From an optimization exercise on the open Yosys and OpenROAD flow, aimed at small area; shortcuts taken in it are not production practice. Function was checked by simulation only, so behaviour that the tests miss may differ from the original. Power is estimated from default activity; no workload was simulated.

### design/flow/config.mk
export PLATFORM = sky130hd
export DESIGN_NAME = rgb2ycbcr
export DESIGN_NICKNAME = rgb2ycbcr
export VERILOG_FILES = /design/flow/design.v
export SDC_FILE = /design/flow/constraint.sdc
export NUM_CORES = 4
export LEC_CHECK = 0
export CAP_MARGIN = 20
export CORE_MARGIN = 2
export CORE_UTILIZATION = 40
export SLEW_MARGIN = 20
export SYNTH_HIERARCHICAL = 1
### design/flow/design.v
module rgb2ycbcr(
	input                       clk,rst_n,
	input[7:0]                  rgb_r,
	input[7:0]                  rgb_g,
	input[7:0]                  rgb_b,
	input                       rgb_de,
	output[7:0]                 ycbcr_y,
	output[7:0]                 ycbcr_cb,
	output[7:0]                 ycbcr_cr,
	output reg                  ycbcr_de
);
reg [7:0] r1, g1, b1;
always @(posedge clk) begin
	r1 <= rgb_r; g1 <= rgb_g; b1 <= rgb_b;
end
reg [8:0] e1;
reg [8:0] e2;
reg [3:0] y2_q;
reg [3:0] y2_h;
reg [0:0] y2_k;
reg [7:0] y3, cb3, cr3, y4, cb4, cr4;
wire i1 = ~g1[0];
wire s2, c2;
rgb2ycbcr_ha u2 (.a(b1[0]), .b(i1), .s(s2), .co(c2));
wire i3 = ~g1[1];
wire s4, c4;
rgb2ycbcr_fa u4 (.a(b1[1]), .b(i3), .c(c2), .s(s4), .co(c4));
wire i5 = ~g1[2];
wire s6, c6;
rgb2ycbcr_fa u6 (.a(b1[2]), .b(i5), .c(c4), .s(s6), .co(c6));
wire i7 = ~g1[3];
wire s8, c8;
rgb2ycbcr_fa u8 (.a(b1[3]), .b(i7), .c(c6), .s(s8), .co(c8));
wire i9 = ~g1[4];
wire s10, c10;
rgb2ycbcr_fa u10 (.a(b1[4]), .b(i9), .c(c8), .s(s10), .co(c10));
wire i11 = ~g1[5];
wire s12, c12;
rgb2ycbcr_fa u12 (.a(b1[5]), .b(i11), .c(c10), .s(s12), .co(c12));
wire i13 = ~g1[6];
wire s14, c14;
rgb2ycbcr_fa u14 (.a(b1[6]), .b(i13), .c(c12), .s(s14), .co(c14));
wire i15 = ~g1[7];
wire s16, c16;
rgb2ycbcr_fa u16 (.a(b1[7]), .b(i15), .c(c14), .s(s16), .co(c16));
wire s17, c17;
rgb2ycbcr_ha u17 (.a(r1[0]), .b(i1), .s(s17), .co(c17));
wire s18, c18;
rgb2ycbcr_fa u18 (.a(r1[1]), .b(i3), .c(c17), .s(s18), .co(c18));
wire s19, c19;
rgb2ycbcr_fa u19 (.a(r1[2]), .b(i5), .c(c18), .s(s19), .co(c19));
wire s20, c20;
rgb2ycbcr_fa u20 (.a(r1[3]), .b(i7), .c(c19), .s(s20), .co(c20));
wire s21, c21;
rgb2ycbcr_fa u21 (.a(r1[4]), .b(i9), .c(c20), .s(s21), .co(c21));
wire s22, c22;
rgb2ycbcr_fa u22 (.a(r1[5]), .b(i11), .c(c21), .s(s22), .co(c22));
wire s23, c23;
rgb2ycbcr_fa u23 (.a(r1[6]), .b(i13), .c(c22), .s(s23), .co(c23));
wire s24, c24;
rgb2ycbcr_fa u24 (.a(r1[7]), .b(i15), .c(c23), .s(s24), .co(c24));
wire c25 = r1[0]&b1[0];
wire c26 = (r1[1]&b1[1])|(r1[1]&c25)|(b1[1]&c25);
wire c27 = (r1[2]&b1[2])|(r1[2]&c26)|(b1[2]&c26);
wire s28, c28;
rgb2ycbcr_fa u28 (.a(r1[3]), .b(b1[0]), .c(b1[3]), .s(s28), .co(c28));
wire c29 = s28&c27;
wire s30, c30;
rgb2ycbcr_fa u30 (.a(r1[4]), .b(g1[0]), .c(b1[0]), .s(s30), .co(c30));
wire s31, c31;
rgb2ycbcr_fa u31 (.a(b1[1]), .b(b1[4]), .c(c28), .s(s31), .co(c31));
wire c32 = (s30&s31)|(s30&c29)|(s31&c29);
wire s33, c33;
rgb2ycbcr_fa u33 (.a(r1[5]), .b(g1[1]), .c(b1[1]), .s(s33), .co(c33));
wire s34, c34;
rgb2ycbcr_fa u34 (.a(b1[2]), .b(b1[5]), .c(c30), .s(s34), .co(c34));
wire s35, c35;
rgb2ycbcr_fa u35 (.a(s33), .b(c31), .c(s34), .s(s35), .co(c35));
wire c36 = s35&c32;
wire s37, c37;
rgb2ycbcr_fa u37 (.a(r1[0]), .b(r1[6]), .c(g1[2]), .s(s37), .co(c37));
wire s38, c38;
rgb2ycbcr_fa u38 (.a(b1[2]), .b(b1[3]), .c(b1[6]), .s(s38), .co(c38));
wire s39, c39;
rgb2ycbcr_fa u39 (.a(c33), .b(s37), .c(s38), .s(s39), .co(c39));
wire s40, c40;
rgb2ycbcr_fa u40 (.a(c34), .b(s39), .c(c35), .s(s40), .co(c40));
wire c41 = s40&c36;
wire s42, c42;
rgb2ycbcr_xnor u42x (.a(r1[1]), .b(r1[7]), .y(s42));
rgb2ycbcr_or u42o (.a(r1[1]), .b(r1[7]), .y(c42));
wire s43, c43;
rgb2ycbcr_fa u43 (.a(g1[0]), .b(g1[3]), .c(b1[3]), .s(s43), .co(c43));
wire s44, c44;
rgb2ycbcr_fa u44 (.a(b1[4]), .b(b1[7]), .c(c37), .s(s44), .co(c44));
wire s45, c45;
rgb2ycbcr_fa u45 (.a(c38), .b(s42), .c(s43), .s(s45), .co(c45));
wire s46, c46;
rgb2ycbcr_fa u46 (.a(c39), .b(s44), .c(s45), .s(s46), .co(c46));
wire c47 = (s46&c40)|(s46&c41)|(c40&c41);
wire s48, c48;
rgb2ycbcr_fa u48 (.a(r1[2]), .b(g1[1]), .c(g1[4]), .s(s48), .co(c48));
wire s49, c49;
rgb2ycbcr_fa u49 (.a(b1[4]), .b(b1[5]), .c(c42), .s(s49), .co(c49));
wire s50, c50;
rgb2ycbcr_fa u50 (.a(c43), .b(s48), .c(c44), .s(s50), .co(c50));
wire s51, c51;
rgb2ycbcr_fa u51 (.a(c45), .b(s49), .c(s50), .s(s51), .co(c51));
wire s52, c52;
rgb2ycbcr_fa u52 (.a(c46), .b(s51), .c(c47), .s(s52), .co(c52));
wire s53, c53;
rgb2ycbcr_fa u53 (.a(r1[3]), .b(g1[2]), .c(g1[5]), .s(s53), .co(c53));
wire s54, c54;
rgb2ycbcr_fa u54 (.a(b1[5]), .b(b1[6]), .c(c48), .s(s54), .co(c54));
wire s55, c55;
rgb2ycbcr_fa u55 (.a(s53), .b(c49), .c(s54), .s(s55), .co(c55));
wire s56, c56;
rgb2ycbcr_fa u56 (.a(c50), .b(s55), .c(c51), .s(s56), .co(c56));
wire s57, c57;
rgb2ycbcr_ha u57 (.a(s56), .b(c52), .s(s57), .co(c57));
wire s58, c58;
rgb2ycbcr_fa u58 (.a(r1[4]), .b(g1[3]), .c(g1[6]), .s(s58), .co(c58));
wire s59, c59;
rgb2ycbcr_fa u59 (.a(b1[6]), .b(b1[7]), .c(c53), .s(s59), .co(c59));
wire s60, c60;
rgb2ycbcr_fa u60 (.a(s58), .b(c54), .c(s59), .s(s60), .co(c60));
wire s61, c61;
rgb2ycbcr_fa u61 (.a(c55), .b(s60), .c(c56), .s(s61), .co(c61));
wire s62, c62;
rgb2ycbcr_ha u62 (.a(s61), .b(c57), .s(s62), .co(c62));
wire s63, c63;
rgb2ycbcr_fa u63 (.a(r1[5]), .b(g1[4]), .c(g1[7]), .s(s63), .co(c63));
wire s64, c64;
rgb2ycbcr_fa u64 (.a(b1[7]), .b(c58), .c(s63), .s(s64), .co(c64));
wire s65, c65;
rgb2ycbcr_fa u65 (.a(c59), .b(s64), .c(c60), .s(s65), .co(c65));
wire s66, c66;
rgb2ycbcr_fa u66 (.a(s65), .b(c61), .c(c62), .s(s66), .co(c66));
wire s67, c67;
rgb2ycbcr_xnor u67x (.a(r1[6]), .b(g1[5]), .y(s67));
rgb2ycbcr_or u67o (.a(r1[6]), .b(g1[5]), .y(c67));
wire s68, c68;
rgb2ycbcr_fa u68 (.a(c63), .b(s67), .c(c64), .s(s68), .co(c68));
wire s69, c69;
rgb2ycbcr_ha u69 (.a(s68), .b(c65), .s(s69), .co(c69));
wire s70, c70;
rgb2ycbcr_fa u70 (.a(r1[7]), .b(g1[6]), .c(c67), .s(s70), .co(c70));
wire s71, c71;
rgb2ycbcr_fa u71 (.a(s70), .b(c68), .c(c69), .s(s71), .co(c71));
wire s72, c72;
rgb2ycbcr_fa u72 (.a(g1[7]), .b(c70), .c(c71), .s(s72), .co(c72));
wire s73, c73;
rgb2ycbcr_ha u73 (.a(y2_h[0]), .b(y2_k[0]), .s(s73), .co(c73));
wire s74, c74;
rgb2ycbcr_ha u74 (.a(y2_h[1]), .b(c73), .s(s74), .co(c74));
wire s75, c75;
rgb2ycbcr_ha u75 (.a(y2_h[2]), .b(c74), .s(s75), .co(c75));
wire s76, c76;
rgb2ycbcr_ha u76 (.a(y2_h[3]), .b(c75), .s(s76), .co(c76));
wire i77 = ~e2[0];
wire i78 = ~e2[1];
wire i79 = ~e2[2];
wire i80 = ~e1[0];
wire i81 = ~e2[3];
wire i82 = ~e1[1];
wire i83 = ~e2[4];
wire i84 = ~e1[2];
wire i85 = ~e2[5];
wire i86 = ~e1[3];
wire i87 = ~e2[6];
wire i88 = ~e1[4];
wire i89 = ~e2[7];
wire i90 = ~e1[5];
wire i91 = ~e2[8];
wire i92 = ~e1[6];
wire i93 = ~e1[7];
wire i94 = ~e1[8];
wire c95 = i77&i78;
wire c96 = (i78&i79)|(i78&c95)|(i79&c95);
wire s97, c97;
rgb2ycbcr_fa u97 (.a(i80), .b(i79), .c(i81), .s(s97), .co(c97));
wire c98 = s97&c96;
wire s99, c99;
rgb2ycbcr_fa u99 (.a(i82), .b(i77), .c(i81), .s(s99), .co(c99));
wire s100, c100;
rgb2ycbcr_fa u100 (.a(i83), .b(c97), .c(s99), .s(s100), .co(c100));
wire c101 = c98&s100;
wire s102, c102;
rgb2ycbcr_fa u102 (.a(i84), .b(i78), .c(i83), .s(s102), .co(c102));
wire s103, c103;
rgb2ycbcr_fa u103 (.a(i85), .b(c99), .c(s102), .s(s103), .co(c103));
wire c104 = (c100&s103)|(c100&c101)|(s103&c101);
wire s105, c105;
rgb2ycbcr_fa u105 (.a(e1[0]), .b(i86), .c(i79), .s(s105), .co(c105));
wire s106, c106;
rgb2ycbcr_fa u106 (.a(i85), .b(i87), .c(c102), .s(s106), .co(c106));
wire s107, c107;
rgb2ycbcr_fa u107 (.a(s105), .b(s106), .c(c103), .s(s107), .co(c107));
wire c108 = s107&c104;
wire s109, c109;
rgb2ycbcr_xnor u109x (.a(e1[1]), .b(i88), .y(s109));
rgb2ycbcr_or u109o (.a(e1[1]), .b(i88), .y(c109));
wire s110, c110;
rgb2ycbcr_fa u110 (.a(i81), .b(i87), .c(i89), .s(s110), .co(c110));
wire s111, c111;
rgb2ycbcr_fa u111 (.a(c105), .b(s109), .c(s110), .s(s111), .co(c111));
wire s112, c112;
rgb2ycbcr_fa u112 (.a(c106), .b(s111), .c(c107), .s(s112), .co(c112));
wire s113, c113;
rgb2ycbcr_ha u113 (.a(s112), .b(c108), .s(s113), .co(c113));
wire s114, c114;
rgb2ycbcr_xnor u114x (.a(e1[2]), .b(i90), .y(s114));
rgb2ycbcr_or u114o (.a(e1[2]), .b(i90), .y(c114));
wire s115, c115;
rgb2ycbcr_fa u115 (.a(i83), .b(i89), .c(i91), .s(s115), .co(c115));
wire s116, c116;
rgb2ycbcr_fa u116 (.a(c109), .b(c110), .c(s114), .s(s116), .co(c116));
wire s117, c117;
rgb2ycbcr_fa u117 (.a(s115), .b(c111), .c(s116), .s(s117), .co(c117));
wire s118, c118;
rgb2ycbcr_fa u118 (.a(s117), .b(c112), .c(c113), .s(s118), .co(c118));
wire s119, c119;
rgb2ycbcr_fa u119 (.a(e1[3]), .b(i92), .c(i85), .s(s119), .co(c119));
wire s120, c120;
rgb2ycbcr_fa u120 (.a(i91), .b(c114), .c(c115), .s(s120), .co(c120));
wire s121, c121;
rgb2ycbcr_fa u121 (.a(s119), .b(s120), .c(c116), .s(s121), .co(c121));
wire s122, c122;
rgb2ycbcr_fa u122 (.a(c117), .b(s121), .c(c118), .s(s122), .co(c122));
wire s123, c123;
rgb2ycbcr_xnor u123x (.a(e1[4]), .b(i93), .y(s123));
rgb2ycbcr_or u123o (.a(e1[4]), .b(i93), .y(c123));
wire s124, c124;
rgb2ycbcr_fa u124 (.a(i87), .b(c119), .c(s123), .s(s124), .co(c124));
wire s125, c125;
rgb2ycbcr_fa u125 (.a(c120), .b(s124), .c(c121), .s(s125), .co(c125));
wire s126, c126;
rgb2ycbcr_ha u126 (.a(s125), .b(c122), .s(s126), .co(c126));
wire s127, c127;
rgb2ycbcr_fa u127 (.a(e1[5]), .b(i94), .c(i89), .s(s127), .co(c127));
wire s128, c128;
rgb2ycbcr_fa u128 (.a(c123), .b(s127), .c(c124), .s(s128), .co(c128));
wire s129, c129;
rgb2ycbcr_fa u129 (.a(s128), .b(c125), .c(c126), .s(s129), .co(c129));
wire s130, c130;
rgb2ycbcr_fa u130 (.a(e1[6]), .b(i91), .c(c127), .s(s130), .co(c130));
wire s131, c131;
rgb2ycbcr_fa u131 (.a(s130), .b(c128), .c(c129), .s(s131), .co(c131));
wire s132, c132;
rgb2ycbcr_xnor u132x (.a(e1[7]), .b(c130), .y(s132));
rgb2ycbcr_or u132o (.a(e1[7]), .b(c130), .y(c132));
wire s133, c133;
rgb2ycbcr_ha u133 (.a(s132), .b(c131), .s(s133), .co(c133));
wire s134, c134;
rgb2ycbcr_xnor u134x (.a(e1[8]), .b(c132), .y(s134));
rgb2ycbcr_or u134o (.a(e1[8]), .b(c132), .y(c134));
wire s135, c135;
rgb2ycbcr_ha u135 (.a(s134), .b(c133), .s(s135), .co(c135));
wire c136 = (i77&i80)|(i77&i86)|(i80&i86);
wire s137, c137;
rgb2ycbcr_fa u137 (.a(i78), .b(i82), .c(i88), .s(s137), .co(c137));
wire c138 = c136&s137;
wire s139, c139;
rgb2ycbcr_fa u139 (.a(i79), .b(i84), .c(i90), .s(s139), .co(c139));
wire c140 = (c137&s139)|(c137&c138)|(s139&c138);
wire s141, c141;
rgb2ycbcr_fa u141 (.a(e2[0]), .b(i81), .c(i86), .s(s141), .co(c141));
wire s142, c142;
rgb2ycbcr_fa u142 (.a(i92), .b(c139), .c(s141), .s(s142), .co(c142));
wire c143 = s142&c140;
wire s144, c144;
rgb2ycbcr_xnor u144x (.a(e2[1]), .b(i83), .y(s144));
rgb2ycbcr_or u144o (.a(e2[1]), .b(i83), .y(c144));
wire s145, c145;
rgb2ycbcr_fa u145 (.a(i88), .b(i93), .c(c141), .s(s145), .co(c145));
wire s146, c146;
rgb2ycbcr_fa u146 (.a(s144), .b(s145), .c(c142), .s(s146), .co(c146));
wire s147, c147;
rgb2ycbcr_ha u147 (.a(c143), .b(s146), .s(s147), .co(c147));
wire s148, c148;
rgb2ycbcr_xnor u148x (.a(e2[2]), .b(i85), .y(s148));
rgb2ycbcr_or u148o (.a(e2[2]), .b(i85), .y(c148));
wire s149, c149;
rgb2ycbcr_fa u149 (.a(i90), .b(i94), .c(c144), .s(s149), .co(c149));
wire s150, c150;
rgb2ycbcr_fa u150 (.a(s148), .b(c145), .c(s149), .s(s150), .co(c150));
wire s151, c151;
rgb2ycbcr_fa u151 (.a(c146), .b(s150), .c(c147), .s(s151), .co(c151));
wire s152, c152;
rgb2ycbcr_xnor u152x (.a(e2[3]), .b(i87), .y(s152));
rgb2ycbcr_or u152o (.a(e2[3]), .b(i87), .y(c152));
wire s153, c153;
rgb2ycbcr_fa u153 (.a(i92), .b(c148), .c(s152), .s(s153), .co(c153));
wire s154, c154;
rgb2ycbcr_fa u154 (.a(c149), .b(s153), .c(c150), .s(s154), .co(c154));
wire s155, c155;
rgb2ycbcr_ha u155 (.a(s154), .b(c151), .s(s155), .co(c155));
wire s156, c156;
rgb2ycbcr_xnor u156x (.a(e2[4]), .b(i89), .y(s156));
rgb2ycbcr_or u156o (.a(e2[4]), .b(i89), .y(c156));
wire s157, c157;
rgb2ycbcr_fa u157 (.a(i93), .b(c152), .c(s156), .s(s157), .co(c157));
wire s158, c158;
rgb2ycbcr_fa u158 (.a(c153), .b(s157), .c(c154), .s(s158), .co(c158));
wire s159, c159;
rgb2ycbcr_ha u159 (.a(s158), .b(c155), .s(s159), .co(c159));
wire s160, c160;
rgb2ycbcr_xnor u160x (.a(e2[5]), .b(i91), .y(s160));
rgb2ycbcr_or u160o (.a(e2[5]), .b(i91), .y(c160));
wire s161, c161;
rgb2ycbcr_fa u161 (.a(i94), .b(c156), .c(s160), .s(s161), .co(c161));
wire s162, c162;
rgb2ycbcr_fa u162 (.a(c157), .b(s161), .c(c158), .s(s162), .co(c162));
wire s163, c163;
rgb2ycbcr_ha u163 (.a(c159), .b(s162), .s(s163), .co(c163));
wire s164, c164;
rgb2ycbcr_fa u164 (.a(e2[6]), .b(c160), .c(c161), .s(s164), .co(c164));
wire s165, c165;
rgb2ycbcr_fa u165 (.a(s164), .b(c162), .c(c163), .s(s165), .co(c165));
wire s166, c166;
rgb2ycbcr_xnor u166x (.a(e2[7]), .b(c164), .y(s166));
rgb2ycbcr_or u166o (.a(e2[7]), .b(c164), .y(c166));
wire s167, c167;
rgb2ycbcr_ha u167 (.a(s166), .b(c165), .s(s167), .co(c167));
wire s168, c168;
rgb2ycbcr_xnor u168x (.a(e2[8]), .b(c166), .y(s168));
rgb2ycbcr_or u168o (.a(e2[8]), .b(c166), .y(c168));
wire s169, c169;
rgb2ycbcr_ha u169 (.a(s168), .b(c167), .s(s169), .co(c169));
always @(posedge clk) begin
	e1[0] <= s2;
	e1[1] <= s4;
	e1[2] <= s6;
	e1[3] <= s8;
	e1[4] <= s10;
	e1[5] <= s12;
	e1[6] <= s14;
	e1[7] <= s16;
	e1[8] <= c16;
	e2[0] <= s17;
	e2[1] <= s18;
	e2[2] <= s19;
	e2[3] <= s20;
	e2[4] <= s21;
	e2[5] <= s22;
	e2[6] <= s23;
	e2[7] <= s24;
	e2[8] <= c24;
	y2_q[0] <= s52;
	y2_q[1] <= s57;
	y2_q[2] <= s62;
	y2_q[3] <= s66;
	y2_h[0] <= s69;
	y2_h[1] <= s71;
	y2_h[2] <= s72;
	y2_h[3] <= c72;
	y2_k[0] <= c66;
end
wire [7:0] y_d = {s76,s75,s74,s73,y2_q[3],y2_q[2],y2_q[1],y2_q[0]};
wire [7:0] cb_d = {s135,s133,s131,s129,s126,s122,s118,s113};
wire [7:0] cr_d = {s169,s167,s165,s163,s159,s155,s151,s147};
always @(posedge clk) begin
	y3 <= y_d;  cb3 <= cb_d;  cr3 <= cr_d;
	y4 <= y3;   cb4 <= cb3;   cr4 <= cr3;
end
assign ycbcr_y = y4;
assign ycbcr_cb = cb4;
assign ycbcr_cr = cr4;
reg de1, de2, de3;
always @(posedge clk or negedge rst_n) begin
	if (!rst_n) begin
		de1 <= 1'b0; de2 <= 1'b0; de3 <= 1'b0; ycbcr_de <= 1'b0;
	end else begin
		de1 <= rgb_de; de2 <= de1; de3 <= de2; ycbcr_de <= de3;
	end
end
endmodule
module rgb2ycbcr_fa(input a, input b, input c, output s, output co);
	assign s = a ^ b ^ c;
	assign co = (a & b) | (a & c) | (b & c);
endmodule
module rgb2ycbcr_ha(input a, input b, output s, output co);
	assign s = a ^ b;
	assign co = a & b;
endmodule
module rgb2ycbcr_xnor(input a, input b, output y);
	assign y = ~(a ^ b);
endmodule
module rgb2ycbcr_or(input a, input b, output y);
	assign y = a | b;
endmodule
### design/flow/flow/run.sh
#!/bin/bash
# The standard layout, with two changes: each port is buffered by the
# smallest buffer cell, and the clock tree uses small buffers without dummy loads.
set -euo pipefail
export BUFFER_PORTS_ARGS="-buffer_cell sky130_fd_sc_hd__buf_1"
export CTS_ARGS='-sink_clustering_enable -repair_clock_nets -buf_list {sky130_fd_sc_hd__clkbuf_16} -sink_clustering_size 30 -sink_clustering_max_diameter 200 -dont_use_dummy_load'
bash standard.sh finish > standard_flow.log 2>&1
### design/flow/constraint.sdc
create_clock -name core_clock -period 5.0 [get_ports {clk}]
set_input_delay 1.0000 -clock core_clock [delete_from_list [all_inputs] [get_ports {clk}]]
set_output_delay 1.0000 -clock core_clock [all_outputs]
set_load 0.01 [all_outputs]
### design/flow/standard.sh
#!/bin/bash
# synth_recipe.tcl (not shown) runs the flow's synth.tcl, then flattens the netlist and writes it again
# the make line also repeats each setting of config.mk as NAME=value (left out here)
make -C /OpenROAD-flow-scripts/flow DESIGN_CONFIG=/design/flow/config.mk WORK_HOME=/design/flow/orfs CLKGATE_MAP_FILE= SYNTH_SCRIPT=/design/flow/synth_recipe.tcl "${@:-finish}"
==> results of run 1 <==
==> per-module statistics from Yosys (local to each module, per instance) <==
| module | copies in the design | cells inside |
|---|---|---|
| rgb2ycbcr | 1 | 150 |
| rgb2ycbcr_fa | 92 | 1 |
| rgb2ycbcr_ha | 19 | 1 |
| rgb2ycbcr_or | 12 | 1 |
| rgb2ycbcr_xnor | 14 | 1 |
==> logic make-up (layout without fill, tap and decap cells) <==
kind of cell             count (synthesis)  after routing  synth area share
flip-flops                             103            103             0.453
XOR/XNOR                                14             14            0.0267
adder cells (fa/ha/maj)                112            112             0.454
buffers and inverters                   28             89            0.0228
AND/OR/NAND/NOR                         19             19            0.0245
AO/OA/AOI/OAI                           11             11            0.0190
==> metal layers <==
metal  track usage  wire, microns  vias up
li1              -              -     1009
met1         0.155           2870     1119
met2         0.222           3770       56
met3        0.0366            319       14
met4        0.0724            229        0
met5             0              0        -
==> metrics by stage <==
stage	area, sq um	setup WS (ns)
3_5_place_dp	4980	0.186
3_3_place_gp	4980	0.284
5_1_grt	5200	0.0165
2_1_floorplan	4600	0.426
4_1_cts	5200	0.167
6_report	5200	0.218
==> worst max-delay path: stages, from the launching register on <==
cell,delay (ns)
dfxtp_1,0.36
inv_1,0.10
fa_1,0.46
fa_1,0.47
fa_1,0.42
fa_1,0.45
ha_1,0.22
fa_1,0.38
fa_1,0.37
ha_1,0.20
fa_1,0.37
fa_1,0.39
ha_1,0.20
ha_1,0.26
==> power by group through the flow <==
stage | logic, W | registers [W] | clock network, W
floorplan | 0.000845 | 0.00129 | 0
global placement | 0.00131 | 0.00126 | 0
detailed placement | 0.00131 | 0.00126 | 0
CTS | 0.00133 | 0.00125 | 0.000590
global route | 0.00151 | 0.00127 | 0.000623
finish | 0.00126 | 0.00124 | 0.000566
==> sequential cells by signal (all words and copies together), names as in the netlist, 8 cells and up <==
name  flops
b1        8
y3        8
cb4       8
e2        9
e1        9
y4        8
g1        8
r1        8
cb3       8
cr3       8
cr4       8
==> worst min path at each step <==
stage                   to  slack, ns  cells past startpoint
global route         y3[1]       0.33                      0
CTS                  y4[5]       0.33                      0
floorplan           cb4[0]       0.31                      0
global placement    cr4[1]       0.31                      0
detailed placement  cb4[1]       0.31                      0
finish               y4[5]       0.32                      0
==> area by class of cell <==
type	count	area, sq um
Clock buffer	9	225
Inverter	28	105
Tap cell	143	179
Fill cell	1028	6120
Timing Repair Buffer	52	199
Sequential cell	103	2080
Multi-Input combinational cell	156	2410
==> placed cells by master, fill, tap and decap left out, drive strengths merged, types with 2 or more instances in the layout <==
| master | n |
|---|---|
| a211o | 2 |
| a21oi | 2 |
| buf | 52 |
| clkbuf | 9 |
| dfrtp | 4 |
| dfxtp | 99 |
| fa | 92 |
| ha | 19 |
| inv | 28 |
| nand2 | 2 |
| nor2 | 2 |
| or2 | 12 |
| xnor2 | 14 |
==> impl_metrics.py, run 1 <==
metrics = {
    "run_status": {
        "outcome": "no timing/DRC/antenna violations",
    },
    "die": {
        "die_h_microns": 111,
        "io_pins": 52,
        "fp.coreArea_sq_mm": 0.0113,
        "die_area_sq_mm": 0.0124,
        "die_x_microns": 111,
        "start_util": 0.406,
        "rows": 39,
    },
    "place": {
        "dp_hpwl_microns": 6140,
        "gp_congestion": 0.794,
        "port-buffer-count": 51,
        "place_inst": 482,
    },
    "logic_synthesis": {
        "ys_seq_elements": 103,
        "yosysSeqAreaShare": 0.453,
        "syn_nets": 425,
        "synth_area_leader_cell": "dfxtp_1",
        "yosysWarnings": 7,
        "synth.area.top_cells": "dfxtp_1 43%, fa_1 40%, ha_1 5.2%, xnor2_1 2.7%, inv_1 2.3%",
        "yosysMostFrequentCell": "dfxtp_1",
        "syn-cell-area_sq_mm": 0.00460,
        "syn_inst": 287,
        "synthDistinctLibCells": 23,
        "synth_top_area_share": 0.431,
        "ys.flop_type": "dfxtp_1",
        "synth_enable_flop_cells": 0,
        "synthArstFlopShare": 0.0388,
        "yosys-top-cells-count": "99 x dfxtp_1, 92 x fa_1, 28 x inv_1",
        "syn_area_per_cell_sq_um": 16.0,
    },
    "power": {
        "swShare": 0.334,
        "clockPowerShare": 0.184,
        "p_int_w": 0.00205,
        "switching_power_w": 0.00103,
        "power_density_mw_per_mm2": 590,
        "p_seq_frac": 0.405,
        "comb_power_share": 0.411,
        "power.leakage_nw": 2.13,
        "ir_drop_v": 0.000318,
        "total_power_w": 0.00307,
    },
    "detailed_routing": {
        "antenna_left": 0,
        "drt-wirelength-per-cell_microns": 14.6,
        "vias_per_cell": 4.48,
        "drt_pass1_iterations": 6,
        "drt-total-wl_microns": 7190,
        "post-route-drc-count": 0,
        "num_vias": 2198,
        "drt_iter0_drc": 49,
    },
    "timing": {
        "worst_pin_slew_ns": 0.356,
        "setup_viol": 0,
        "period_minus_slack_ns": 4.78,
        "min_period_over_period": 0.956,
        "slew_headroom": 0.756,
        "setup_tns_ns": 0,
        "rsz0062_at_grt": "no",
        "max_freq_mhz": 209,
        "whs_ns": 0.321,
        "final-hold-violation-count": 0,
        "skew_ns": 0.0102,
        "slew_violations": 0,
    },
    "finish": {
        "layout.cells.non_filler": 491,
        "diodes": 0,
        "nets": 488,
        "drive_gt1_frac": 0.0374,
        "fin_util": 0.460,
        "area_growth_pct": 13.1,
    },
    "worst_setup_path": {
        "crit_path_end": "cb3[7]",
        "worst_r2r_path_depth": 13,
        "r2r_end": "cb3[7]",
        "crit_required_ns": 5.22,
        "worst-r2r-setup-slack_ns": 0.22,
        "worstPathArrival_ns": 5.00,
        "critPathKind": "reg2reg",
        "crit_start": "e1[2]",
        "worst-path-max-fanout": 3,
        "cp-end-kind": "flop",
        "critPathLaunchType": "flop",
        "r2r-start": "e1[2]",
    },
    "global_route": {
        "grt_max_degree": 17,
        "grt-ovfl-total": 0,
        "grt_pass1_wl_microns": 12400,
        "antenna_found_initial": 0,
        "grt_usage": 0.133,
        "grt_pass1_vias": 2631,
    },
    "clock_tree": {
        "tritoncts": "built",
        "clockBufferDepth": 2,
        "cts_setup_buffers": 0,
        "cts_buffers": 9,
        "hold_buffers": 0,
        "cts_sinks": 103,
        "clk_pin_slew_ns": 0.06,
        "h-tree-depth": 3,
        "root_buffer": "clkbuf_16",
        "post_cts_resized": 0,
        "clk_latency_ns": 0.34,
    },
    "hold_path": {
        "worst_hold_startpoint": "y3[5]",
        "hold_class": "reg2reg",
    },
    "flow_run": {
        "cap_violations": 0,
    },
}
==> run 2: changes to the inputs <==
==> design/flow/flow/run.sh (replaced) <==
#!/bin/bash
# The standard layout, with two changes: each port is buffered by the
# smallest buffer cell, and the clock tree uses small buffers without dummy loads.
set -euo pipefail
export BUFFER_PORTS_ARGS="-buffer_cell sky130_fd_sc_hd__buf_1"
export CTS_ARGS='-sink_clustering_enable -repair_clock_nets -buf_list {sky130_fd_sc_hd__clkbuf_4 sky130_fd_sc_hd__clkbuf_8} -sink_clustering_size 12 -sink_clustering_max_diameter 40 -dont_use_dummy_load'
bash standard.sh finish > standard_flow.log 2>&1
==> run 2 against run 1 <==
  * Combinational power is essentially flat
  * Core utilization fell by 0.90 points
  * Worst hold slack about the same
  * Critical path type unchanged
==> impl_metrics.py, run 2 <==
metrics = {
    "run_status": {
        "outcome": "no timing/DRC/antenna violations",
    },
    "clock_tree": {
        "cts_sinks": 103,
        "clk_pin_slew_ns": 0.09,
        "clk_latency_ns": 0.36,
        "post_cts_resized": 0,
        "h-tree-depth": 3,
        "hold_buffers": 0,
        "tritoncts": "built",
        "root_buffer": "clkbuf_8",
        "cts_setup_buffers": 0,
        "cts_buffers": 9,
        "clockBufferDepth": 2,
    },
    "worst_setup_path": {
        "worst-path-max-fanout": 3,
        "critPathLaunchType": "flop",
        "crit_required_ns": 5.24,
        "worstPathArrival_ns": 5.03,
        "critPathKind": "reg2reg",
        "cp-end-kind": "flop",
    },
    "die": {
        "die_x_microns": 111,
        "rows": 39,
        "die_area_sq_mm": 0.0124,
        "fp.coreArea_sq_mm": 0.0113,
        "die_h_microns": 111,
        "start_util": 0.406,
        "io_pins": 52,
    },
    "global_route": {
        "grt_usage": 0.132,
        "grt-ovfl-total": 0,
        "grt_pass1_wl_microns": 12400,
        "antenna_found_initial": 0,
        "grt_pass1_vias": 2631,
        "grt_max_degree": 17,
    },
    "logic_synthesis": {
        "yosys-top-cells-count": "99 x dfxtp_1, 92 x fa_1, 28 x inv_1",
        "ys_seq_elements": 103,
        "yosysMostFrequentCell": "dfxtp_1",
        "synthDistinctLibCells": 23,
        "syn_nets": 425,
        "synth_top_area_share": 0.431,
        "ys.flop_type": "dfxtp_1",
        "yosysSeqAreaShare": 0.453,
        "synth_enable_flop_cells": 0,
        "syn-cell-area_sq_mm": 0.00460,
        "syn_inst": 287,
        "syn_area_per_cell_sq_um": 16.0,
        "synthArstFlopShare": 0.0388,
        "synth.area.top_cells": "dfxtp_1 43%, fa_1 40%, ha_1 5.2%, xnor2_1 2.7%, inv_1 2.3%",
        "yosysWarnings": 7,
        "synth_area_leader_cell": "dfxtp_1",
    },
    "detailed_routing": {
        "vias_per_cell": 4.47,
        "drt_iter0_drc": 60,
        "drt-total-wl_microns": 7220,
        "drt-wirelength-per-cell_microns": 14.7,
        "num_vias": 2195,
        "antenna_left": 0,
        "drt_pass1_iterations": 5,
        "post-route-drc-count": 0,
    },
    "power": {
        "switching_power_w": 0.00101,
        "swShare": 0.348,
        "power.leakage_nw": 2.09,
        "p_int_w": 0.00189,
        "p_seq_frac": 0.429,
        "clockPowerShare": 0.136,
        "ir_drop_v": 0.000299,
        "power_density_mw_per_mm2": 568,
        "comb_power_share": 0.436,
    },
    "hold_path": {
        "hold_class": "reg2reg",
    },
    "place": {
        "dp_hpwl_microns": 6140,
        "pre_cts_ws_ns": 0.186,
        "gp_congestion": 0.794,
        "port-buffer-count": 51,
        "placed_area_sq_mm": 0.00498,
    },
    "finish": {
        "nets": 488,
        "diodes": 0,
        "drive_gt1_frac": 0.0374,
        "mostFrequentLayoutCells": "99 x dfxtp_1, 92 x fa_1, 51 x buf_1",
        "area_growth_pct": 10.9,
        "top_regs": "e1 (9), e2 (9)",
        "final_common_cell": "dfxtp_1",
        "fin_area_sq_mm": 0.00510,
    },
    "timing": {
        "whs_ns": 0.321,
        "min_period_over_period": 0.957,
        "slew_headroom": 0.756,
        "slew_violations": 0,
        "rsz0062_at_grt": "no",
        "max_freq_mhz": 209,
        "final-hold-violation-count": 0,
        "skew_ns": 0.0156,
        "setup_tns_ns": 0,
        "worst_slack_ns": 0.214,
        "worst_pin_slew_ns": 0.356,
        "period_minus_slack_ns": 4.79,
        "setup_viol": 0,
    },
    "flow_run": {
        "cap_violations": 0,
    },
}
==> run 2: cell count changes in the layout (fill, tap and decap cells not counted) <==
cell / previous run / this run
clkbuf_16: 9 / 0
clkbuf_8: 0 / 9
==> run 2: kinds of logic after synthesis <==
family,synth area share
DFF,0.453
AOI/OAI and AO/OA,0.0190
buffers and inverters,0.0228
adders and majority gates,0.454
and+or+nand+nor,0.0245
xor gates and xnor gates,0.0267
==> run 2: routing by layer <==
| metal | vias to the layer above | track usage | share of wire |
|---|---|---|---|
| met5 | - | 0 | 0 |
| met4 | 0 | 0.0700 | 0.030 |
| met3 | 14 | 0.0350 | 0.042 |
| met2 | 51 | 0.222 | 0.53 |
| met1 | 1126 | 0.155 | 0.40 |
| li1 | 1004 | - | - |
==> run 2: worst paths after layout <==
path                        from  endpoint  slack (ns)  cells after the start
max                        e1[2]    cb3[7]        0.21                     13
min                        y3[5]     y4[5]        0.32                      0
max reg2reg                e1[2]    cb3[7]        0.21                     13
min reg2reg                y3[5]     y4[5]        0.32                      0
max in group asynchronous  rst_n       de3        4.37                      1
min in group asynchronous  rst_n  ycbcr_de        0.46                      1
==> run 2: area by class of cell <==
type,instances,area (sq um)
Timing Repair Buffer,52,199
Tap cell,143,179
Fill cell,1042,6220
Clock buffer,9,124
Multi-Input combinational cell,156,2410
Inverter,28,105
Sequential cell,103,2080
==> run 2: through the flow <==
stage / power, W / utilization / std cells
after floorplan: 0.00214 / - / 287
after detailed placement: 0.00257 / 0.440 / 482
final: 0.00290 / 0.451 / 491
after global routing: 0.00323 / 0.451 / 491
after global placement: 0.00257 / 0.440 / 482
after CTS: 0.00299 / 0.451 / 491
==> run 2: Yosys stat by module, one instance, submodules excluded <==
module,times used,cells inside
rgb2ycbcr,1,150
rgb2ycbcr_fa,92,1
rgb2ycbcr_ha,19,1
rgb2ycbcr_xnor,14,1
rgb2ycbcr_or,12,1
==> run 2: worst max-delay path, cell delays in order (launching register included) <==
cell	delay, ns
dfxtp_1	0.37
inv_1	0.10
fa_1	0.46
fa_1	0.47
fa_1	0.42
fa_1	0.45
ha_1	0.22
fa_1	0.38
fa_1	0.38
ha_1	0.20
fa_1	0.37
fa_1	0.39
ha_1	0.20
ha_1	0.26
==> run 2: power groups by stage <==
stage | clock (W) | sequential, W | combinational [W]
2_1_floorplan | 0 | 0.00129 | 0.000845
3_3_place_gp | 0 | 0.00126 | 0.00131
3_5_place_dp | 0 | 0.00126 | 0.00131
4_1_cts | 0.000415 | 0.00125 | 0.00133
5_1_grt | 0.000446 | 0.00127 | 0.00151
6_report | 0.000392 | 0.00124 | 0.00126
==> run 3: changes to the inputs <==
==> design/flow/flow/run.sh (replaced) <==
#!/bin/bash
# The standard layout, with two changes: each port is buffered by the
# smallest buffer cell, and the clock tree uses small buffers without dummy loads.
set -euo pipefail
export BUFFER_PORTS_ARGS="-buffer_cell sky130_fd_sc_hd__buf_1"
export CTS_ARGS='-sink_clustering_enable -repair_clock_nets -buf_list {sky130_fd_sc_hd__clkbuf_2 sky130_fd_sc_hd__clkbuf_4 sky130_fd_sc_hd__clkbuf_8} -sink_clustering_size 16 -dont_use_dummy_load'
bash standard.sh finish > standard_flow.log 2>&1
==> run 3 against run 2 <==
  * Global-route usage unchanged
  * Maximum frequency is the same
  * Design area did not move
  * Worst hold slack unchanged
  * Via count unchanged
  * Die area is the same
  * Routed wire length stayed put
  * Sequential power barely moved
  * First-iteration DRC count unchanged
  * Worst setup slack is the same
  * Synthesized cell count unchanged
==> impl_metrics.py, run 3 <==
metrics = {
    "power": {
        "p_seq_frac": 0.429,
        "power_density_mw_per_mm2": 568,
        "swShare": 0.348,
        "power.leakage_nw": 2.09,
        "comb_power_share": 0.436,
        "switching_power_w": 0.00101,
        "total_power_w": 0.00290,
        "p_int_w": 0.00189,
        "ir_drop_v": 0.000299,
        "clockPowerShare": 0.136,
    },
    "clock_tree": {
        "cts_setup_buffers": 0,
        "hold_buffers": 0,
        "cts_sinks": 103,
        "tritoncts": "built",
        "clockBufferDepth": 2,
        "root_buffer": "clkbuf_8",
        "clk_latency_ns": 0.36,
        "post_cts_resized": 0,
        "cts_buffers": 9,
        "h-tree-depth": 3,
        "clk_pin_slew_ns": 0.09,
    },
    "finish": {
        "diodes": 0,
        "drive_gt1_frac": 0.0374,
        "multi_input_area_sq_mm": 0.00241,
        "final_common_cell": "dfxtp_1",
        "top_regs": "e1 (9), e2 (9)",
        "area_growth_pct": 10.9,
        "register_area_sq_mm": 0.00208,
        "mostFrequentLayoutCells": "99 x dfxtp_1, 92 x fa_1, 51 x buf_1",
        "fill_cells": 1042,
        "layout.cells.non_filler": 491,
        "nets": 488,
    },
    "place": {
        "place_inst": 482,
        "pre_cts_ws_ns": 0.186,
        "dp_hpwl_microns": 6140,
        "gp_congestion": 0.794,
        "port-buffer-count": 51,
    },
    "logic_synthesis": {
        "yosysMostFrequentCell": "dfxtp_1",
        "yosysSeqAreaShare": 0.453,
        "syn_nets": 425,
        "synth_top_area_share": 0.431,
        "yosysWarnings": 7,
        "syn_area_per_cell_sq_um": 16.0,
        "yosys-top-cells-count": "99 x dfxtp_1, 92 x fa_1, 28 x inv_1",
        "synth_enable_flop_cells": 0,
        "synth_area_leader_cell": "dfxtp_1",
        "synth.area.top_cells": "dfxtp_1 43%, fa_1 40%, ha_1 5.2%, xnor2_1 2.7%, inv_1 2.3%",
        "ys.flop_type": "dfxtp_1",
        "synthArstFlopShare": 0.0388,
        "synthDistinctLibCells": 23,
        "ys_seq_elements": 103,
        "syn-cell-area_sq_mm": 0.00460,
        "syn_inst": 287,
    },
    "timing": {
        "rsz0062_at_grt": "no",
        "setup_tns_ns": 0,
        "setup_viol": 0,
        "final-hold-violation-count": 0,
        "max_freq_mhz": 209,
        "min_period_over_period": 0.957,
        "worst_slack_ns": 0.214,
        "skew_ns": 0.0156,
        "slew_violations": 0,
        "period_minus_slack_ns": 4.79,
        "slew_headroom": 0.756,
        "worst_pin_slew_ns": 0.356,
    },
    "global_route": {
        "grt_usage": 0.132,
        "grt-ovfl-total": 0,
        "grt_max_degree": 17,
        "grt_pass1_wl_microns": 12400,
        "antenna_found_initial": 0,
        "grt_pass1_vias": 2631,
    },
    "detailed_routing": {
        "num_vias": 2195,
        "drt-wirelength-per-cell_microns": 14.7,
        "post-route-drc-count": 0,
        "antenna_left": 0,
        "drt_pass1_iterations": 5,
        "drt_iter0_drc": 60,
        "drt-total-wl_microns": 7220,
        "vias_per_cell": 4.47,
    },
    "die": {
        "rows": 39,
        "die_area_sq_mm": 0.0124,
        "start_util": 0.406,
        "fp.coreArea_sq_mm": 0.0113,
        "die_x_microns": 111,
        "io_pins": 52,
        "die_h_microns": 111,
    },
    "worst_setup_path": {
        "cp-end-kind": "flop",
        "critPathKind": "reg2reg",
        "crit_required_ns": 5.24,
        "worstPathArrival_ns": 5.03,
        "critPathLaunchType": "flop",
        "worst-r2r-setup-slack_ns": 0.21,
        "worst-path-max-fanout": 3,
    },
    "hold_path": {
        "hold_class": "reg2reg",
    },
    "run_status": {
        "outcome": "no timing/DRC/antenna violations",
    },
    "flow_run": {
        "cap_violations": 0,
    },
}
==> run 3: path summary, 6_finish.rpt <==
| kind | from | end | depth (start not counted) |
|---|---|---|---|
| max in group asynchronous | rst_n | de3 | 1 |
| max | e1[2] | cb3[7] | 13 |
| min reg2reg | y3[5] | y4[5] | 0 |
| max reg2reg | e1[2] | cb3[7] | 13 |
| min in group asynchronous | rst_n | ycbcr_de | 1 |
| min | y3[5] | y4[5] | 0 |
==> run 3: area by class of cell <==
| class | count | area share |
|---|---|---|
| inverters | 28 | 0.0206 |
| repair buffers | 52 | 0.0390 |
| multi-input cells | 156 | 0.473 |
| flip-flops and latches | 103 | 0.408 |
| clock buffers | 9 | 0.0243 |
| well taps | 143 | 0.0351 |
==> run 3: power by group through the flow <==
stage | clock network [W] | registers [W] | logic [W]
6_report | 0.000392 | 0.00124 | 0.00126
3_3_place_gp | 0 | 0.00126 | 0.00131
4_1_cts | 0.000415 | 0.00125 | 0.00133
3_5_place_dp | 0 | 0.00126 | 0.00131
5_1_grt | 0.000446 | 0.00127 | 0.00151
2_1_floorplan | 0 | 0.00129 | 0.000845
==> run 3: worst max-delay path: stages (launching register included) <==
cell and delay, ns:
dfxtp_1 0.37, inv_1 0.10, fa_1 0.46, fa_1 0.47, fa_1 0.42, fa_1 0.45, ha_1 0.22, fa_1 0.38
fa_1 0.38, ha_1 0.20, fa_1 0.37, fa_1 0.39, ha_1 0.20, ha_1 0.26
==> run 3: Yosys stat by module, one instance, submodules excluded <==
module	cells inside	flops+latches	area, sq um	copies in the design
rgb2ycbcr	150	103	2320	1
rgb2ycbcr_fa	1	0	20.0	92
rgb2ycbcr_ha	1	0	12.5	19
rgb2ycbcr_xnor	1	0	8.76	14
rgb2ycbcr_or	1	0	6.26	12
==> run 3: stage by stage <==
stage | hold slack (ns) | utilization | instance area (sq um)
final | 0.321 | 0.451 | 5100
after global routing | 0.334 | 0.451 | 5100
after CTS | 0.327 | 0.451 | 5100
after detailed placement | 0.312 | 0.440 | 4980
after global placement | 0.310 | 0.440 | 4980
after floorplan | 0.310 | - | 4600
==> run 3: per-layer routing <==
| metal | vias up | global-route usage | share of wire |
|---|---|---|---|
| li1 | 1004 | - | - |
| met1 | 1126 | 0.155 | 0.40 |
| met2 | 51 | 0.222 | 0.53 |
| met3 | 14 | 0.0350 | 0.042 |
| met4 | 0 | 0.0700 | 0.030 |
| met5 | - | 0 | 0 |
==> run 3: cells by family after synthesis <==
group                    after synthesis  synth area share
AO/OA/AOI/OAI                         11            0.0190
XOR/XNOR                              14            0.0267
adder cells (fa/ha/maj)              112             0.454
buffers and inverters                 28            0.0228
flip-flops                           103             0.453
AND/OR/NAND/NOR                       19            0.0245

afterwards: timing with drivers on the ports:
The flow's constraints put no driver on any port. The routed layouts listed below were extracted and timed again, unchanged, in two steps.
Step 1 (the two cells are an assumption about what drives the block):
set clk [get_ports {clk}]
set_driving_cell -lib_cell sky130_fd_sc_hd__clkbuf_16 $clk
set_driving_cell -lib_cell sky130_fd_sc_hd__buf_2 [delete_from_list [all_inputs] $clk]
Step 2 moves the port delays by t, midway between the first and last clock arrival at a register: inputs arrive t later, outputs are due t later. That takes back most of the time a late clock gives input paths.
a / b / c = ideal ports / drivers / drivers and shift; a / b = the first two.
run | t, ns | setup slack, ns | hold slack, ns
run 1 | 0.371 | 0.218 / 0.218 / 0.218 | 0.321 / 0.321 / 0.321
run 2 | 0.388 | 0.214 / 0.214 / 0.214 | 0.321 / 0.321 / 0.321
run 3 | 0.388 | 0.214 / 0.214 / 0.214 | 0.321 / 0.321 / 0.321
After both steps setup and hold are still met in every run listed.
